Source: an optimization exercise on an open RTL-to-GDS flow (aim: small area). Production flows keep margins and buffers that such runs may drop. At most, simulation tests tie the RTL to the original design; equivalence was not proved. Power is estimated from default activity; no workload was simulated. The flow treats the clock pin as an ideal source, which a real chip does not have.

run 1:
==> flow/design.v (excerpt) <==
module jt6295(
    input                  rst,
    input                  clk,
    input                  cen  ,
    input                  ss,         
    input                  wrn,   
    input         [ 7:0]   din,
    output        [ 7:0]   dout,
    output        [17:0]   rom_addr,
    input         [ 7:0]   rom_data,
    input                  rom_ok,
    output signed [13:0]   sound,
    output                 sample    
);
Size in the first run: roughly 480 flip-flops, ~63 I/O pins.
clock: 10.0 ns
lec_check: 0
cap_margin: 20
core_margin: 2
core_utilization: 40
cts_cluster_diameter: 150
cts_cluster_size: 30
slew_margin: 20
standard.sh (not shown) runs the stock make flow with config.mk's settings and CLKGATE_MAP_FILE= SYNTH_SCRIPT=/design/flow/synth_recipe.tcl, a recipe that flattens the netlist after the stock synthesis.
==> flow/flow/run.sh <==
#!/bin/bash
# Standard layout, with the smallest buffer on the ports and no dummy clock loads.
set -euo pipefail
bash standard.sh "BUFFER_PORTS_ARGS=-buffer_cell sky130_fd_sc_hd__buf_1" \
  "CTS_ARGS=-sink_clustering_enable -repair_clock_nets -dont_use_dummy_load -sink_clustering_size 30 -sink_clustering_max_diameter 150" \
  finish > standard.log 2>&1
Run 1 finished all stages; the layout is clean.
Edits applied to the flow inputs when going from run 1 to run 2:
==> flow/run.sh (new file) <==
#!/bin/bash
# synth_recipe.tcl (not shown) runs the flow's synth.tcl, then flattens the netlist and writes it again
# the make line also repeats each setting of config.mk as NAME=value (left out here)
make -C /OpenROAD-flow-scripts/flow DESIGN_CONFIG=/design/flow/config.mk WORK_HOME=/design/flow/orfs CLKGATE_MAP_FILE= SYNTH_SCRIPT=/design/flow/synth_recipe.tcl finish
removed: flow/flow/run.sh
removed: flow/standard.sh
[summary]
- Looking at actual transition at the worst max-transition pin, run 2 sits below run 1.
- The weighted congestion reported at the end of routability-driven placement number comes out higher for run 2 vs run 1.
- Compared with run 1, run 2 shows a higher total power.
- Re power per cell area: run 2 is 0.43% down on run 1.
- Between run 1 and run 2, the multi-input gate area in the final layout figures differ only marginally.
- Run 1 -> run 2: area share of fa/ha/maj cells after synthesis delta 0, exact match
- Compared to run 1, the router laid down less metal wire for run 2.
- In run 2, the power share of the combinational group came out 0.4 points above the value in run 1.
- Sort run 2 and run 1 by synthesis-to-layout area growth, descending, and run 2 comes first.
- Taking run 1 as the reference point, the buffering overhead of run 2 rises by 1.5 points.
## Diff of input files: run 3 against run 2
- CTS_CLUSTER_SIZE changed from 30 to 25
Findings:
- Diff run 2 -> run 3: share of the core filled with cells higher, delay of the slowest cell on the worst path higher, portion of total power attributed to sequential cells lower.
- Run 3 vs. run 2: layout overhead on the synthesized area went up by 0.68 points.
- Compare run 3 and run 2 | detailed-routed wire length on met3 higher: run 3
- Est. power | run 3 vs run 2 | run 3 higher
- Going from run 2 to run 3, the number of buffers added by the clock tree synthesis step was found to have gone up by 4.
Setup changes, run 3 to run 4
==> flow/flow/run.sh (new file) <==
#!/bin/bash
# Standard layout, with the smallest buffer on the ports.
set -euo pipefail
bash standard.sh "BUFFER_PORTS_ARGS=-buffer_cell sky130_fd_sc_hd__buf_1" finish > standard.log 2>&1
==> flow/standard.sh (new file) <==
#!/bin/bash
# synth_recipe.tcl (not shown) runs the flow's synth.tcl, then flattens the netlist and writes it again
# the make line also repeats each setting of config.mk as NAME=value (left out here)
make -C /OpenROAD-flow-scripts/flow DESIGN_CONFIG=/design/flow/config.mk WORK_HOME=/design/flow/orfs CLKGATE_MAP_FILE= SYNTH_SCRIPT=/design/flow/synth_recipe.tcl "${@:-finish}"
removed: flow/run.sh
--- outcome ---
- Run 3 finished end to end and its layout was clean on timing, DRC and antenna.
- Run 4 went all the way through the flow, and no timing, DRC or antenna check failed.
- Against run 3, the final cell area of run 4 is lower.
- Relative to run 3, clock power share increased by 0.3 points in run 4.
- Sequential share of layout area: run 4 vs run 3 up 0.90 points
- Looking at run 4 and run 3, the fmax is a wash.
- Iteration-0 DRC count of the detailed router: run 4 higher than run 3
Function was not checked in any run of this note: the RTL went through the layout flow alone.

---

run A:
jt6295, a different RTL version from the one above (not shown whole).
For scale: ~1400 cells after synthesis, about 480 flip-flops, about 21000 um^2 of cells after synthesis.
==> flow/config.mk <==
export PLATFORM = sky130hd
export DESIGN_NAME = jt6295
export DESIGN_NICKNAME = jt6295
export VERILOG_FILES = /design/flow/design.v
export SDC_FILE = /design/flow/constraint.sdc
export NUM_CORES = 4
export LEC_CHECK = 0
export CAP_MARGIN = 5
export CORE_MARGIN = 2
export CORE_UTILIZATION = 40
export SLEW_MARGIN = 5
==> flow/constraint.sdc <==
create_clock -name core_clock -period 10.0 [get_ports {clk}]
set_input_delay 2.0000 -clock core_clock [delete_from_list [all_inputs] [get_ports {clk}]]
set_output_delay 2.0000 -clock core_clock [all_outputs]
set_load 0.01 [all_outputs]
==> flow/flow/run.sh <==
#!/bin/bash
# The standard layout, with two changes: the smallest buffer on the ports
# (buf_1), and a clock tree with larger sink clusters and no dummy loads.
set -euo pipefail
bash standard.sh "BUFFER_PORTS_ARGS=-buffer_cell sky130_fd_sc_hd__buf_1" \
  "CTS_ARGS=-sink_clustering_enable -repair_clock_nets -dont_use_dummy_load -sink_clustering_size 27 -sink_clustering_max_diameter 150" \
  finish > standard.log 2>&1
--- input diff run A..run B ---
- SLEW_MARGIN changed from 5 to 20
- CAP_MARGIN changed from 5 to 20
==> flow/flow/run.sh <==
#!/bin/bash
# The standard layout, with two changes: the smallest buffer on the ports
# (buf_1), and a clock tree with larger sink clusters and no dummy loads.
set -euo pipefail
bash standard.sh "BUFFER_PORTS_ARGS=-buffer_cell sky130_fd_sc_hd__buf_1" \
  "CTS_ARGS=-sink_clustering_enable -repair_clock_nets -dont_use_dummy_load -sink_clustering_size 28 -sink_clustering_max_diameter 250" \
  finish > standard.log 2>&1
### Flow results
- Run B was carried through to the last stage, and its layout satisfied the timing, DRC and antenna checks.
- Run A and run B ended up with nearly the same global-route track usage on met2.
- Changes observed in run B relative to run A: HPWL reported at the end of detailed placement stayed essentially flat; clock period minus final worst setup slack +0.027 ns; length of routed met2 wiring held steady.
- As far as area taken by flip-flops and latches goes, run A and run B are indistinguishable; the numbers are identical.
- Comparing run A and run B, the higher power per standard cell area was measured on run A.
- Looking at setup slack of the critical path after layout, run B sits below run A.
- Power: run B vs run A down about 0.5%
- Fraction of power consumed by the clock network: run B lower than run A
--- input diff run B..run C ---
==> flow/flow/run.sh <==
#!/bin/bash
# The standard layout, with two changes: the smallest buffer on the ports
# (buf_1), and a clock tree with larger sink clusters and no dummy loads.
set -euo pipefail
bash standard.sh "BUFFER_PORTS_ARGS=-buffer_cell sky130_fd_sc_hd__buf_1" \
  "CTS_ARGS=-sink_clustering_enable -repair_clock_nets -dont_use_dummy_load -sink_clustering_size 33 -sink_clustering_max_diameter 60" \
  finish > standard.log 2>&1
==> run notes <==
Run C — met3 wirelength from detailed routing 21% higher, run B as reference
Run C against run B; cell count is up slightly.
Run C: total net switching power 0.000055 W above run B
Diff run C..run B | cts-stage hold buffer count | unchanged

==> re-timing with driven ports <==
The flow's constraints put no driver on any port. The routed layouts listed below were extracted and timed again, unchanged, in two steps.
Step 1 sets driving cells, clkbuf_16 on the clock port and buf_2 on the other inputs (assumed; they add their load-dependent delay and slew).
Step 2, shift: input delay + t, output delay - t, t = (earliest + latest rising clock arrival at the registers) / 2. This alone moves slack from input paths to output paths.
Slacks: ideal / step 1 / step 2; pairs: ideal / step 1.
run | t, ns | setup slack, ns | pins driven straight from the clock port
run 1 | 0.595 | 1.184 / 1.184 / 1.184 | 1
run 2 | 0.597 | 1.207 / 1.207 / 1.207 | 1
run 3 | 0.626 | 1.179 / 1.179 / 1.179 | 1
run 4 | 0.620 | 1.198 / 1.198 / 1.198 | 1
run A | 0.579 | 1.297 / 1.297 / 1.297 | 1
run B | 0.593 | 1.270 / 1.270 / 1.270 | 1
run C | 0.596 | 1.303 / 1.303 / 1.303 | 1
After both steps setup and hold are still met in every run listed.
